Background: an optimization exercise with open tools, aiming at small area. Do not read the settings as production practice.
RTL that was checked went through simulation tests only; none was proved equivalent to the original.
The flow treats the clock pin as an ideal source. Dropping or thinning the clock tree relies on that and would not hold on a real chip.
Power and IR drop assume default switching activity.

==> sierra <==
## Filter
module Filter(input CLK,
              input RST,
              input IN,
              output [7:0] OUT);
  reg x, y1;
  reg  [6:0] ph;
  wire last_in  = ~(ph[1] | ph[2] | ph[5] | ph[6]);
  wire out_edge = ph[0] & ~(ph[1] | ph[2] | ph[6]);
  wire ph_fb    = ph[3] ^ ph[6] ^ last_in;
  reg [5:0] acc;
  reg       dec;
  wire inc = y1 ? (~x & ~last_in) : (IN & ~out_edge);
  wire [5:0] acc_next = out_edge ? {5'd0, y1 & ~x} : acc + {5'd0, inc};
  always @(posedge CLK or negedge RST) begin
    if (!RST) begin
      x <= 1'b0;
      y1 <= 1'b0;
      ph <= 7'b1000010;
      acc <= 6'd0;
      dec <= 1'b0;
    end else begin
      x <= IN;
      y1 <= x;
      ph <= {ph[5:0], ph_fb};
      acc <= acc_next;
      dec <= out_edge & acc[5];
    end
  end
  assign OUT = {7'd0, dec};
endmodule
==> module Filter, before the edit <==
module Filter(input CLK,
              input RST,
              input IN,
              output [7:0] OUT);
  reg x, y1;
  reg  [6:0] ph;
  wire last_in  = ~(ph[1] | ph[2] | ph[5] | ph[6]);
  wire out_edge = ph[0] & ~(ph[1] | ph[2] | ph[6]);
  wire ph_fb    = ph[3] ^ ph[6] ^ last_in;
  reg [5:0] acc;
  reg       dec;
  wire inc = y1 ? (~x & ~last_in) : (IN & ~out_edge);
  wire [5:0] acc_next = out_edge ? {5'd0, y1 & ~x} : acc + {5'd0, inc};
  always @(posedge CLK or negedge RST) begin
    if (!RST) begin
      x <= 1'b0;
      y1 <= 1'b0;
      ph <= 7'b1000010;
      acc <= 6'd0;
      dec <= 1'b0;
    end else begin
      x <= IN;
      y1 <= x;
      ph <= {ph[5:0], ph_fb};
      acc <= acc_next;
      dec <= out_edge & acc[5];
    end
  end
  assign OUT = {7'd0, dec};
endmodule
Settings: LEC_CHECK=0, CAP_MARGIN=20, CORE_MARGIN=2, CORE_UTILIZATION=40, SLEW_MARGIN=20; clock period 20.0 ns.
standard.sh (not shown) runs the stock make flow with config.mk's settings and CLKGATE_MAP_FILE= SYNTH_SCRIPT=/design/flow/synth_recipe.tcl, a recipe that flattens the netlist after the stock synthesis.
==> flow/flow/run.sh <==
#!/bin/bash
# Standard ORFS layout with these changes:
#  - one shared tie cell for the constant outputs (no per-port tie duplication)
#  - port buffers use the smallest buffer cell
#  - clock tree without dummy loads
#  - power recovery (downsizing cells with slack) after global routing
set -euo pipefail
CTS="-sink_clustering_enable -repair_clock_nets -dont_use_dummy_load -sink_clustering_size 30 -sink_clustering_max_diameter 200 -buf_list sky130_fd_sc_hd__clkbuf_8 -root_buf sky130_fd_sc_hd__clkbuf_8"
bash standard.sh SKIP_REPAIR_TIE_FANOUT=1 RECOVER_POWER=100 \
  "BUFFER_PORTS_ARGS=-buffer_cell sky130_fd_sc_hd__buf_1" \
  "CTS_ARGS=$CTS" finish > standard.log 2>&1
==> inputs of harbor, as changes to sierra <==
==> flow/design.v (replaced) <==
module Filter(input CLK,
              input RST,
              input IN,
              output [7:0] OUT);
  reg x, y1;
  reg  [6:0] ph;
  wire first    = ~(ph[0] | ph[2] | ph[3] | ph[4]);
  wire last_in  = ~(ph[1] | ph[2] | ph[5] | ph[6]);
  wire out_edge = ph[0] & ~(ph[1] | ph[2] | ph[6]);
  wire ph_fb    = ph[3] ^ ph[6] ^ last_in;
  reg [4:0] acc;
  reg       flag;
  wire       inc = y1 ? (~x & ~last_in) : IN;
  wire [5:0] sum = {1'b0, acc} + {5'd0, inc};
  always @(posedge CLK or negedge RST) begin
    if (!RST) begin
      x <= 1'b0;
      y1 <= 1'b0;
      ph <= 7'b1000010;
      acc[0] <= 1'b0;
      flag <= 1'b0;
    end else begin
      x <= IN;
      y1 <= x;
      ph <= {ph[5:0], ph_fb};
      acc[0] <= out_edge ? (y1 & ~x) : sum[0];
      flag <= ~first & (flag | (sum[5] & ~out_edge));
    end
  end
  always @(posedge CLK) begin
    acc[4:1] <= first ? {3'd0, acc[0] & inc} : sum[4:1];
  end
  assign OUT = {7'd0, first & flag};
endmodule
==> flow/flow/run.sh (replaced) <==
#!/bin/bash
# Standard ORFS layout with these changes:
#  - one shared tie cell for the constant outputs (no per-port tie duplication)
#  - port buffers use the smallest buffer cell
#  - clock tree without dummy loads; after CTS the clock port drives the leaf
#    clock buffers directly, and logic cells get their smallest drive strength
#    (flow/post_cts.tcl)
set -euo pipefail
here=$(pwd)
CTS="-sink_clustering_enable -repair_clock_nets -dont_use_dummy_load -buf_list sky130_fd_sc_hd__clkbuf_4 -root_buf sky130_fd_sc_hd__clkbuf_4"
bash standard.sh SKIP_REPAIR_TIE_FANOUT=1 \
  "BUFFER_PORTS_ARGS=-buffer_cell sky130_fd_sc_hd__buf_1" \
  "CTS_ARGS=$CTS" "POST_CTS_TCL=$here/flow/post_cts.tcl" finish > standard.log 2>&1
==> flow/flow/post_cts.tcl (new file) <==
# Runs at the end of ORFS's CTS step (POST_CTS_TCL).

set block [ord::get_db_block]
set clk_net [$block findNet CLK]
set loads {}
foreach it [$clk_net getITerms] {
  if {[$it isInputSignal]} { lappend loads $it }
}
if {[llength $loads] == 1} {
  set root [[lindex $loads 0] getInst]
  set out_net ""
  foreach it [$root getITerms] {
    if {[$it isOutputSignal]} { set out_net [$it getNet] }
  }
  set sinks [llength [$out_net getITerms]]
  if {[string match "*clkbuf*" [[$root getMaster] getName]] && $sinks <= 5} {
    puts "post_cts: removing clock root buffer [$root getName]"
    remove_buffers [get_cells [$root getName]]
  }
}

# 2. Give every logic cell the smallest drive strength of its function.
proc cell_area {name} {
  set m [[ord::get_db] findMaster $name]
  if {$m eq "NULL"} { return -1 }
  return [expr {[$m getWidth] * [$m getHeight]}]
}
set dont_use $::env(DONT_USE_CELLS)
foreach inst [$block getInsts] {
  set master [[$inst getMaster] getName]
  if {[$inst isFixed]} { continue }
  if {![regexp {^(sky130_fd_sc_hd__[a-z0-9]+)_([0-9]+)$} $master -> base drive]} { continue }
  if {[string match "*clkbuf*" $base] || [string match "*tap*" $base] || [string match "*conb*" $base]} { continue }
  set best $master
  set best_area [cell_area $master]
  foreach d {0 1 2 4} {
    set cand ${base}_$d
    if {$cand eq $master || [lsearch -exact $dont_use $cand] >= 0} { continue }
    set a [cell_area $cand]
    if {$a > 0 && $a < $best_area} { set best $cand; set best_area $a }
  }
  if {$best ne $master} {
    puts "post_cts: [$inst getName] $master -> $best"
    replace_cell [$inst getName] $best
  }
}

estimate_parasitics -placement
repair_design
repair_timing -setup -hold
detailed_placement
check_placement -verbose
report_worst_slack -max
report_worst_slack -min
- CORE_AREA: unset -> 4 4 64 64
- CORE_MARGIN: 2 -> unset
- CORE_UTILIZATION: 40 -> unset
- DIE_AREA: unset -> 0 0 68 68
==> notes.md <==
Of harbor and sierra, sierra has the higher combinational power (gap about 4%, measured against sierra).
In sierra the via count is higher than in harbor, by 8.7%.
Between harbor and sierra, the lower worst setup slack is in harbor (gap 0.77 ns).
Against sierra, the register-to-register slack of harbor is better by 0.31 ns.
Between harbor and sierra, the lower clock-buffer cell count is in harbor (gap 1).
Sequential cell count: harbor is lower than sierra (1).
Against sierra, the critical path depth of harbor is lower by 5.
Of harbor and sierra, sierra has the higher first-iteration DRC count (gap about 90%, measured against sierra).
The RTL of sierra was laid out without a check of its function.

==> afterwards: timing with drivers on the ports <==
The flow's constraints put no driver on any port. The routed layouts listed below were extracted and timed again, unchanged, in two steps.
Step 1 sets driving cells, clkbuf_16 on the clock port and buf_2 on the other inputs (assumed; they add their load-dependent delay and slew).
Step 2 times the ports against the registers' clock, not the clock port: input delays grow and output delays shrink by t, the midpoint of the rising clock arrivals with the driver on.
a / b / c = no drivers / after step 1 / after step 2; a / b = the first two.
run	t (ns)	slack for setup (ns)	hold slack, ns	latest minus earliest clock arrival (ns)
sierra	0.260	15.126 / 15.125 / 14.865	0.332 / 0.332 / 0.332	0.012 / 0.011
harbor	0.164	14.359 / 14.337 / 14.501	0.375 / 0.375 / 0.375	0.002 / 0.002
After both steps every run listed still meets setup and hold. The setup slack of sierra, which loses most, moves by -0.001 ns with the drivers and by -0.261 ns with both steps.
